This design comes from an exercise in tuning for small area, a short achievable clock period and few clock cycles on the open sky130 flow, not from production work.
At most, simulation tests tie the RTL to the original design; equivalence was not proved.

== run 1 ==
==> flow/design.v <==
module MUL_DIV_top (
    input           clk,
    input           rst_n,
    input  [31:0]   data1,
    input  [31:0]   data2,
    input           MUL_DIV_start,
    input  [2:0]    MUL_DIV_ctrl,
    output [31:0]   MUL_DIV_out,
    output          MUL_DIV_done
);
localparam [3:0] S_IDLE = 4'd0, S_MUL = 4'd1, S_TAIL = 4'd2, S_CORR = 4'd3,
                 S_DPREP = 4'd4, S_ZCHK = 4'd5, S_UP = 4'd6, S_DOWN = 4'd7,
                 S_RCOR = 4'd8, S_FIX = 4'd9, S_UPN = 4'd10;
function [2:0] booth;
    input [2:0] b;
    begin
        booth[2] = b[1] ^ b[0];
        booth[1] = (b == 3'b011) | (b == 3'b100);
        booth[0] = b[2] & ~(b[1] & b[0]);
    end
endfunction
reg  [3:0]  state;
reg         done_r;
reg         op_rem;          
reg         osel;            
reg  [5:0]  cnt;             
reg  [1:0]  ph;              
reg         corr;
reg         asgn, qneg;
reg  [34:0] X;
reg  [31:0] Y;
reg  [32:0] M;
reg         one0, two0, neg0, one1, two1, six1, neg1, magy, cin;
localparam W = 37;
wire [W-1:0] Mx   = {{(W-33){M[32]}}, M};
wire [W-1:0] mag0 = (one0 ? Mx : {W{1'b0}}) | (two0 ? {Mx[W-2:0], 1'b0} : {W{1'b0}})
                  | (magy ? {{(W-32){1'b0}}, Y} : {W{1'b0}});
wire [W-1:0] mag1 = (one1 ? {Mx[W-3:0], 2'b00} : {W{1'b0}}) | (two1 ? {Mx[W-4:0], 3'b000} : {W{1'b0}})
                  | (six1 ? {Mx[W-7:0], 6'b000000} : {W{1'b0}});
wire [W-1:0] A    = {{(W-35){X[34]}}, X};
wire [W-1:0] B    = mag0 ^ {W{neg0}};
wire [W-1:0] C    = mag1 ^ {W{neg1}};
wire [W-1:0] cs_s = A ^ B ^ C;
wire [W-1:0] cs_c = {(A[W-2:0] & B[W-2:0]) | (A[W-2:0] & C[W-2:0]) | (B[W-2:0] & C[W-2:0]), neg1};
wire [W-1:0] S    = cs_s + cs_c + {{(W-1){1'b0}}, cin};
wire         s_neg = S[W-1];
wire        in_div  = MUL_DIV_ctrl[2];
wire        in_as   = in_div ? ~MUL_DIV_ctrl[0] : (MUL_DIV_ctrl[1:0] != 2'd3);  
wire        in_bs   = in_div ? ~MUL_DIV_ctrl[0] : ~MUL_DIV_ctrl[1];             
wire        in_asgn = data1[31] & in_as;
wire        in_bsgn = data2[31] & in_bs;
wire        in_dz   = (data2 == 32'd0);
wire [31:0] in_ae   = data1 ^ {32{in_asgn}};
wire        in_g1   = ~|in_ae[31:7];
wire        in_g2   = ~|in_ae[31:15];
wire        in_g3   = ~|in_ae[31:23];
wire [2:0]  in_jg   = in_g1 ? 3'd1 : in_g2 ? 3'd2 : in_g3 ? 3'd3 : 3'd4;
reg [3:0] nstate;
reg       ndone;
always @* begin
    nstate = state;
    ndone  = 1'b0;
    case (state)
        S_IDLE:  if (MUL_DIV_start) begin
                     if (!in_div) nstate = S_MUL;
                     else if (in_dz) begin nstate = S_IDLE; ndone = 1'b1; end
                     else nstate = in_asgn ? S_DPREP : S_ZCHK;
                 end
        S_MUL:   if (cnt[2:0] == 3'd1) begin
                     if (ph != 2'd0) nstate = S_TAIL;
                     else if (corr) nstate = S_CORR;
                     else begin nstate = S_IDLE; ndone = 1'b1; end
                 end
        S_TAIL:  if (ph == 2'd1) begin nstate = S_IDLE; ndone = 1'b1; end
        S_CORR:  begin nstate = S_IDLE; ndone = 1'b1; end
        S_DPREP: nstate = S_ZCHK;
        S_ZCHK:  if (s_neg) begin nstate = S_IDLE; ndone = 1'b1; end    
                 else nstate = S_UP;
        S_UP, S_UPN: nstate = s_neg ? S_DOWN : S_UPN;
        S_DOWN:  if (cnt == 6'd0) begin
                     if (op_rem) nstate = S_RCOR;
                     else if (qneg) nstate = S_FIX;
                     else begin nstate = S_IDLE; ndone = 1'b1; end
                 end
        S_RCOR:  if (asgn) nstate = S_FIX;
                 else begin nstate = S_IDLE; ndone = 1'b1; end
        S_FIX:   begin nstate = S_IDLE; ndone = 1'b1; end
        default: nstate = S_IDLE;
    endcase
end
always @(posedge clk or negedge rst_n) begin
    if (!rst_n) begin
        state  <= S_IDLE;
        done_r <= 1'b0;
    end else begin
        state  <= nstate;
        done_r <= ndone;
    end
end
wire [2:0] bd0_in  = booth({data1[1:0], 1'b0});
wire [2:0] bd1_in  = booth(data1[3:1]);
wire [2:0] bd0_y   = booth(Y[5:3]);
wire [2:0] bd1_y   = booth(Y[7:5]);
wire       msgn    = M[32];
localparam [8:0] C_ZERO  = 9'b000_0000_00;
localparam [8:0] C_CORR  = 9'b100_0000_00;     
localparam [8:0] C_NEGY  = 9'b001_0000_11;     
reg  [8:0] nctl;    
wire [8:0] c_m1  = {2'b10, ~msgn, 4'b0000, 1'b0, ~msgn};   
wire [8:0] c_p1  = {2'b10,  msgn, 4'b0000, 1'b0,  msgn};   
wire [8:0] c_m2  = {2'b01, ~msgn, 4'b0000, 1'b0, ~msgn};   
wire [8:0] c_m4  = {3'b000, 3'b100, ~msgn, 2'b00};         
wire [8:0] c_m8  = {3'b000, 3'b010, ~msgn, 2'b00};         
wire [8:0] c_m64 = {3'b000, 3'b001, ~msgn, 2'b00};         
reg        flip;    
always @* begin
    nctl = C_ZERO;
    flip = 1'b0;
    case (state)
        S_IDLE:  if (!in_div) nctl = {bd0_in, bd1_in[2:1], 1'b0, bd1_in[0], 1'b0, bd0_in[0]};
                 else if (in_asgn) nctl = C_NEGY;
                 else nctl = {2'b10, ~in_bsgn, 4'b0000, 1'b0, ~in_bsgn};
        S_MUL:   if (cnt[2:0] != 3'd1) nctl = {bd0_y, bd1_y[2:1], 1'b0, bd1_y[0], 1'b0, bd0_y[0]};
                 else if (corr && ph == 2'd0) nctl = C_CORR;
        S_DPREP: nctl = c_m1;
        S_ZCHK:  nctl = c_m8;
        S_UP, S_UPN: nctl = s_neg ? c_m4 : c_m64;
        S_DOWN:  begin
                     if (cnt != 6'd0) nctl = (ph == 2'd0) ? c_m2 : c_m1;
                     else if (op_rem) nctl = s_neg ? c_p1 : C_ZERO;   
                     else nctl = C_NEGY;
                     flip = (cnt != 6'd0) & s_neg;
                 end
        S_RCOR:  nctl = C_NEGY;
        default: nctl = C_ZERO;
    endcase
end
always @(posedge clk) {one0, two0, neg0, one1, two1, six1, neg1, magy, cin} <= nctl ^ {2'b00, flip, 3'b000, flip, 1'b0, flip};
always @(posedge clk) begin
    case (state)
        S_IDLE: if (MUL_DIV_start) begin
            op_rem <= MUL_DIV_ctrl[2] & MUL_DIV_ctrl[1];
            X      <= (in_div & ~in_asgn) ? {3'b000, data1} : 35'd0;
            Y      <= data1 | {32{in_div & ~MUL_DIV_ctrl[1] & in_dz}};   
            M      <= {in_bsgn, data2};
            osel   <= ~in_div & (MUL_DIV_ctrl[1:0] != 2'd0);
            cnt    <= in_div ? 6'd2 : {2'b00, in_jg, 1'b0};
            ph     <= 3'd4 - in_jg;
            corr   <= data1[31] & ~in_as;
            asgn   <= in_asgn;
            qneg   <= in_asgn ^ in_bsgn;
        end
        S_MUL: begin
            X   <= {{2{S[W-1]}}, S[W-1:4]};
            Y   <= {S[3:0], Y[31:4]};
            cnt <= cnt - 6'd1;
        end
        S_TAIL: begin
            X    <= {{8{X[34]}}, X[34:8]};
            Y    <= {X[7:0], Y[31:8]};
            ph   <= ph - 2'd1;
        end
        S_CORR: X <= S[34:0];
        S_DPREP: X <= {3'b000, S[31:0]};                   
        S_ZCHK: begin
            if (!op_rem) Y <= 32'd0;                       
        end
        S_UP:  ph <= 2'd0;
        S_UPN: begin
            M    <= {M[29:0], 3'b000};
            cnt  <= cnt + 6'd3;
            ph   <= 2'd0;
        end
        S_DOWN: begin
            X    <= (cnt == 6'd0 && !op_rem) ? 35'd0 : S[34:0];
            Y    <= {Y[30:0], ~s_neg};
            if (ph == 2'd2 && cnt != 6'd0) M <= {M[32], M[32:1]};
            if (ph != 2'd2) ph <= ph + 2'd1;
            cnt  <= cnt - 6'd1;
        end
        S_RCOR: begin
            X <= 35'd0;
            Y <= S[31:0];
        end
        S_FIX: Y <= S[31:0];
        default: ;
    endcase
end
assign MUL_DIV_out  = osel ? X[31:0] : Y;
assign MUL_DIV_done = done_r;
endmodule
export LEC_CHECK = 0
export CAP_MARGIN = 20
export CORE_MARGIN = 2
export CORE_UTILIZATION = 40
export CTS_BUF_LIST = sky130_fd_sc_hd__clkbuf_8
export CTS_CLUSTER_DIAMETER = 80
export CTS_CLUSTER_SIZE = 30
export SETUP_SLACK_MARGIN = 4.3
export SLEW_MARGIN = 20
create_clock -name core_clock -period 9.0 [get_ports {clk}]
standard.sh (not shown) runs the stock make flow with config.mk's settings and CLKGATE_MAP_FILE= SYNTH_SCRIPT=/design/flow/synth_recipe.tcl, a recipe that flattens the netlist after the stock synthesis.
==> flow/flow/run.sh <==
#!/bin/bash
# Own layout flow: the standard ORFS flow, with the smallest buffer
# (sky130_fd_sc_hd__buf_1) as the buffer that ORFS puts on every input and
# output port.  Everything else is the standard flow.
set -euo pipefail
export BUFFER_PORTS_ARGS="-buffer_cell sky130_fd_sc_hd__buf_1"
bash standard.sh > standard.log 2>&1
In summary, run 1 completed successfully, with a layout that passed the timing, design-rule and antenna checks.
Testbench counts of run 1, summed over its fixed seeds: cycles 71,321.
Edits applied to the flow inputs when going from run 1 to run 2:
==> flow/run.sh (new file) <==
#!/bin/bash
# synth_recipe.tcl (not shown) runs the flow's synth.tcl, then flattens the netlist and writes it again
# the make line also repeats each setting of config.mk as NAME=value (left out here)
make -C /OpenROAD-flow-scripts/flow DESIGN_CONFIG=/design/flow/config.mk WORK_HOME=/design/flow/orfs CLKGATE_MAP_FILE= SYNTH_SCRIPT=/design/flow/synth_recipe.tcl finish
--- a/flow/config.mk
+++ b/flow/config.mk
@@ -9,7 +9,4 @@
 export CORE_MARGIN = 2
 export CORE_UTILIZATION = 40
-export CTS_BUF_LIST = sky130_fd_sc_hd__clkbuf_8
-export CTS_CLUSTER_DIAMETER = 80
-export CTS_CLUSTER_SIZE = 30
 export SETUP_SLACK_MARGIN = 4.3
 export SLEW_MARGIN = 20
removed: flow/flow/run.sh
removed: flow/standard.sh
[summary]
The run showing the smaller via count of the first global-routing pass is run 1.
Sequential share of layout area (run 2 over run 1): decrease, 1.7 points
Post-route cell area delta (run 2 − run 1): unfavourable
Relative to run 2, the following input files were edited for run 3:
==> flow/flow/run.sh (new file) <==
#!/bin/bash
# Own layout flow: the standard ORFS flow, with the smallest buffer
# (sky130_fd_sc_hd__buf_1) as the buffer that ORFS puts on every input and
# output port.  Everything else is the standard flow.
set -euo pipefail
export BUFFER_PORTS_ARGS="-buffer_cell sky130_fd_sc_hd__buf_1"
bash standard.sh > standard.log 2>&1
==> flow/standard.sh (new file) <==
#!/bin/bash
# synth_recipe.tcl (not shown) runs the flow's synth.tcl, then flattens the netlist and writes it again
# the make line also repeats each setting of config.mk as NAME=value (left out here)
make -C /OpenROAD-flow-scripts/flow DESIGN_CONFIG=/design/flow/config.mk WORK_HOME=/design/flow/orfs CLKGATE_MAP_FILE= SYNTH_SCRIPT=/design/flow/synth_recipe.tcl "${@:-finish}"
removed: flow/run.sh
### Flow results
- Comparing run 3 and run 2, the lower flip-flop and latch share of the layout cell area was measured on run 2.
- Looking at fmax, run 3 sits below run 2.
- Of run 3 and run 2, the run reporting the lower clock-buffer cell count was run 3.
- Relative to run 2, final critical-path share of the clock period has gone up in run 3.
- Run 2 has higher number of cells on the critical path than run 3.
- In the metrics for run 3 and run 2, the one carrying the higher placer's final routability congestion estimate is run 3.

========
Another version of the RTL of MUL_DIV_top (not shown whole).
For scale: roughly 1,900 cells after synthesis, roughly 150 flip-flops.
==> flow/config.mk <==
export PLATFORM = sky130hd
export DESIGN_NAME = MUL_DIV_top
export DESIGN_NICKNAME = MUL_DIV_top
export VERILOG_FILES = /design/flow/design.v
export SDC_FILE = /design/flow/constraint.sdc
export NUM_CORES = 8
export LEC_CHECK = 0
export CAP_MARGIN = 20
export CORE_MARGIN = 2
export CORE_UTILIZATION = 40
export SETUP_SLACK_MARGIN = 4.5
export SLEW_MARGIN = 20
==> flow/constraint.sdc <==
create_clock -name core_clock -period 9.0 [get_ports {clk}]
set_input_delay 1.8000 -clock core_clock [delete_from_list [all_inputs] [get_ports {clk}]]
set_output_delay 1.8000 -clock core_clock [all_outputs]
set_load 0.01 [all_outputs]
run.sh (not shown) runs the stock make flow with config.mk's settings and CLKGATE_MAP_FILE= SYNTH_SCRIPT=/design/flow/synth_recipe.tcl, a recipe that flattens the netlist after the stock synthesis.
Stock flow here: none of the scripts above is used.
The starting point produced a clean layout.
Testbench counts at the start, summed over its fixed seeds: cycles 64,181.
Rerun with:
- SETUP_SLACK_MARGIN: 4.5 -> 4
After rerunning: The changed run passed the timing, design-rule and antenna checks. Worst setup slack got worse by 350 ps. Hold slack barely changes. Final cell count falls by 1.9%. Fmax shrinks by 7.1%.
Rerun with:
- SETUP_SLACK_MARGIN: 4 -> default
What happened:
- The changed run ran to the end with no violations
- sequential share of layout area rises by 0.41 points
- cell count went down by 0.41%
- synthesized cell count is unchanged
- global-route usage barely changes
- maximum frequency is lower by 18%
- utilization goes down by 0.84 points
- clock-buffer cell count stays the same
- setup slack degrades by 1000 ps
- hold slack is about the same

========
## try-pepper
MUL_DIV_top, a different RTL version from the one above (not shown whole).
For scale: ~1400 cells after synthesis, ~130 flip-flops, about 100 I/O pins.
Settings: LEC_CHECK=0, CAP_MARGIN=20, CORE_MARGIN=2, CORE_UTILIZATION=40, SETUP_SLACK_MARGIN=5, SLEW_MARGIN=20; clock period 9.0 ns.
try-pepper: all stages complete, timing, DRC and antenna checks passed
The inputs of try-indigo differ from those of try-pepper as listed below.
--- a/flow/config.mk
+++ b/flow/config.mk
@@ -10,2 +10,2 @@
-export CORE_UTILIZATION = 40
-export SETUP_SLACK_MARGIN = 5
+export CORE_UTILIZATION = 60
+export SETUP_SLACK_MARGIN = 4
Notes after the runs:
Total non-filler cell area in the finished layout: try-indigo < try-pepper. For total detailed-routing wirelength, dividing the value from try-pepper by the value from try-indigo gives 1.13. Relative to try-pepper, area growth from synthesis to layout has gone down in try-indigo.
> inputs changed (try-indigo -> try-delta)
--- a/flow/config.mk
+++ b/flow/config.mk
@@ -10 +10 @@
-export CORE_UTILIZATION = 60
+export CORE_UTILIZATION = 40
Results
- The delay contributed by the slowest stage of the critical path in try-delta sits 0.02 ns below the value recorded for try-indigo.
- From try-indigo to try-delta the numbers moved as follows: number of slew-limit violations in the final report shows no meaningful change; design area shows an increase of 410 sq um; fraction of the core area covered by cells at the end of the flow shows a reduction of 23 points; post-route fraction of the period consumed by the critical path shows a reduction of 1.1 points.
Inputs modified between try-delta and try-xenon:
--- a/flow/config.mk
+++ b/flow/config.mk
@@ -11 +11 @@
-export SETUP_SLACK_MARGIN = 4
+export SETUP_SLACK_MARGIN = 4.5
try-xenon vs try-delta — final routed wirelength across all metal layers rose about 6%.
Across try-xenon and try-delta, the outcome is the same: a clean finish for every run.
Diff try-xenon and try-delta: slew of the pin with the lowest slew margin higher in try-xenon
Compared with try-delta, try-xenon shows a higher logic depth of the worst path, buffers included.
Going from try-delta to try-xenon, global-route wire length before repair grew by a few percent.
The buffer share of cell area of try-xenon is higher than that of try-delta.
Function was not checked in any run of this note: the RTL went through the layout flow alone.

========
== oak ==
Another version of the RTL of MUL_DIV_top (not shown whole).
Size in the first run: ~1400 cells after synthesis, ~130 flip-flops, about 100 I/O pins, roughly 12000 sq um of cells after synthesis.
clock: 9.0 ns
lec_check: 0
cap_margin: 0
core_margin: 2
core_utilization: 40
setup_slack_margin: 4.6
slew_margin: 0
standard.sh (not shown) runs the stock make flow with config.mk's settings and CLKGATE_MAP_FILE= SYNTH_SCRIPT=/design/flow/synth_recipe.tcl, a recipe that flattens the netlist after the stock synthesis.
==> flow/flow/run.sh <==
#!/bin/bash
# Own layout flow: the standard ORFS flow with two changes in how the
# layout is built:
#  - the buffer ORFS puts on every input and output port is the smallest one,
#    sky130_fd_sc_hd__buf_1;
#  - clock tree synthesis uses clusters of up to 30 sinks, clkbuf_8 buffers and
#    no dummy loads.
set -euo pipefail
export BUFFER_PORTS_ARGS="-buffer_cell sky130_fd_sc_hd__buf_1"
export CTS_ARGS="-sink_clustering_enable -repair_clock_nets -sink_clustering_size 30 -sink_clustering_max_diameter 80 -buf_list sky130_fd_sc_hd__clkbuf_8 -dont_use_dummy_load"
bash standard.sh > standard.log 2>&1
Testbench counts of oak, summed over its fixed seeds: cycles 70,916.
For pine, these inputs were changed with respect to oak:
Settings: an added PLACE_DENSITY of 0.5; a change of CAP_MARGIN from 0 to 5; a change of SLEW_MARGIN from 0 to 5.
--- a/flow/flow/run.sh
+++ b/flow/flow/run.sh
@@ -4,2 +4,2 @@
-#  - the buffer ORFS puts on every input and output port is the smallest one,
-#    sky130_fd_sc_hd__buf_1;
+#  - the buffer ORFS puts on every input and output port is a small one,
+#    sky130_fd_sc_hd__buf_2;
@@ -9 +9 @@
-export BUFFER_PORTS_ARGS="-buffer_cell sky130_fd_sc_hd__buf_1"
+export BUFFER_PORTS_ARGS="-buffer_cell sky130_fd_sc_hd__buf_2"
--- outcome ---
[pine vs oak] number of buffers other than clock buffers in the final layout: higher in pine. Lower post-route cell area among oak and pine: oak. Higher least setup slack across all paths after layout was reported by pine, not oak. First-pass GRT wire length (higher): pine. Combined flip-flop and latch cell area of oak is on par with pine. Where worst hold slack after final layout is concerned, oak is better than pine. Comparing oak and pine, the higher non-clock buffer area fraction after layout is on pine. Relative to oak, via count has decreased by about 0.5% in pine.
--- input diff pine..birch ---
Settings: changing SLEW_MARGIN from 5 to 20; setting CTS_CLUSTER_DIAMETER to 80 for the first time; removing PLACE_DENSITY (formerly 0.5); setting CTS_BUF_LIST to sky130_fd_sc_hd__clkbuf_8 for the first time; changing CAP_MARGIN from 5 to 20; setting CTS_CLUSTER_SIZE to 30 for the first time.
==> flow/run.sh (new file) <==
#!/bin/bash
# synth_recipe.tcl (not shown) runs the flow's synth.tcl, then flattens the netlist and writes it again
# the make line also repeats each setting of config.mk as NAME=value (left out here)
make -C /OpenROAD-flow-scripts/flow DESIGN_CONFIG=/design/flow/config.mk WORK_HOME=/design/flow/orfs CLKGATE_MAP_FILE= SYNTH_SCRIPT=/design/flow/synth_recipe.tcl finish
removed: flow/flow/run.sh
removed: flow/standard.sh
On clock period minus worst slack, pine loses to birch.
Per the final summary, birch finished and its layout is clean on timing, DRC and antenna.
In the tables for pine and birch, worst setup slack reads higher with birch.
birch: relative area change from synthesis to final layout higher than pine
pine has a lower met3 wirelength from detailed routing than birch.
Modified inputs, maple compared to birch
Settings: CAP_MARGIN changed from 20 to 5; CTS_CLUSTER_SIZE removed (was 30); CTS_CLUSTER_DIAMETER removed (was 80); SETUP_SLACK_MARGIN changed from 4.6 to 4.45; CTS_BUF_LIST removed (was sky130_fd_sc_hd__clkbuf_8); SLEW_MARGIN changed from 20 to 5.
==> flow/flow/run.sh (new file) <==
#!/bin/bash
# Own layout flow: the standard ORFS flow with two changes in how the
# layout is built:
#  - the buffer ORFS puts on every input and output port is the smallest one,
#    sky130_fd_sc_hd__buf_1;
#  - clock tree synthesis uses clusters of up to 30 sinks, clkbuf_8 buffers and
#    no dummy loads.
set -euo pipefail
export BUFFER_PORTS_ARGS="-buffer_cell sky130_fd_sc_hd__buf_1"
export CTS_ARGS="-sink_clustering_enable -repair_clock_nets -sink_clustering_size 30 -sink_clustering_max_diameter 80 -buf_list sky130_fd_sc_hd__clkbuf_8 -dont_use_dummy_load"
bash standard.sh > standard.log 2>&1
==> flow/standard.sh (new file) <==
#!/bin/bash
# synth_recipe.tcl (not shown) runs the flow's synth.tcl, then flattens the netlist and writes it again
# the make line also repeats each setting of config.mk as NAME=value (left out here)
make -C /OpenROAD-flow-scripts/flow DESIGN_CONFIG=/design/flow/config.mk WORK_HOME=/design/flow/orfs CLKGATE_MAP_FILE= SYNTH_SCRIPT=/design/flow/synth_recipe.tcl "${@:-finish}"
removed: flow/run.sh
### Flow results
Changes observed in maple relative to birch: utilization saw a decrease; share of the final layout cell area in multi-input gates went up; setup slack went down 0.17 ns; area growth from synthesis to layout lower.
On data required time at the worst endpoint, birch tracks maple almost exactly.
The following lists how cedar was set up differently from maple:
Settings: SETUP_SLACK_MARGIN now 4.6, was 4.45; PLACE_DENSITY now 0.5, previously not set.
--- outcome ---
In the flow results for maple and cedar, the pin count of the biggest net entering global routing is smaller on cedar. Of the two values seen for slowest stage cell on the critical path, sky130_fd_sc_hd__edfxtp_1 was produced by cedar and sky130_fd_sc_hd__buf_4 by maple. Non-clock buffer instance count of the final layout for cedar is higher than for maple.

==> separate check: timing with driven ports <==
No port has a modelled driver above. Below, the same layouts with a new extraction and two added sets of constraints. Step 1: set_driving_cell puts a clkbuf_16 on clk and a buf_2 on each other input, an assumption about the parent block. Step 2 adds t to the input delays and takes it off the output delays; t is the mean of the earliest and latest rising clock arrival at the registers after step 1. Input paths then give back, and output paths get back, about the clock's delay inside the block. a / b / c = ideal / step 1 / step 2; a / b = the first two.
| run | shift t [ns] | setup WS [ns] | hold slack, ns |
|---|---|---|---|
| run 1 | 0.512 | 4.498 / 4.498 / 4.059 | 0.636 / 0.636 / 0.636 |
| run 2 | 0.497 | 4.517 / 4.517 / 4.132 | 0.630 / 0.630 / 0.630 |
| run 3 | 0.486 | 4.486 / 4.486 / 4.073 | 0.632 / 0.632 / 0.632 |
| the first run of note 2 | 0.494 | 4.469 / 4.469 / 4.325 | 0.616 / 0.616 / 0.616 |
| the second run of note 2 | 0.493 | 4.121 / 4.121 / 4.121 | 0.617 / 0.617 / 0.617 |
| the third run of note 2 | 0.488 | 3.081 / 3.081 / 3.081 | 0.616 / 0.616 / 0.616 |
| try-pepper | 0.494 | 4.230 / 4.230 / 4.025 | 0.562 / 0.562 / 0.562 |
| try-indigo | 0.482 | 4.025 / 4.025 / 3.850 | 0.558 / 0.558 / 0.558 |
| try-delta | 0.477 | 4.128 / 4.128 / 3.796 | 0.557 / 0.557 / 0.557 |
| try-xenon | 0.494 | 4.191 / 4.191 / 3.949 | 0.566 / 0.566 / 0.566 |
| oak | 0.516 | 4.667 / 4.682 / 4.166 | 0.627 / 0.627 / 0.627 |
| pine | 0.530 | 4.712 / 4.712 / 4.543 | 0.614 / 0.614 / 0.614 |
| birch | 0.524 | 4.716 / 4.716 / 4.273 | 0.634 / 0.634 / 0.634 |
| maple | 0.520 | 4.545 / 4.545 / 4.168 | 0.627 / 0.627 / 0.627 |
| cedar | 0.528 | 4.739 / 4.739 / 4.561 | 0.633 / 0.633 / 0.633 |
After both steps setup and hold are still met in every run listed. The setup slack of oak, which loses most, moves by +0.015 ns with the drivers and by -0.501 ns with both steps.
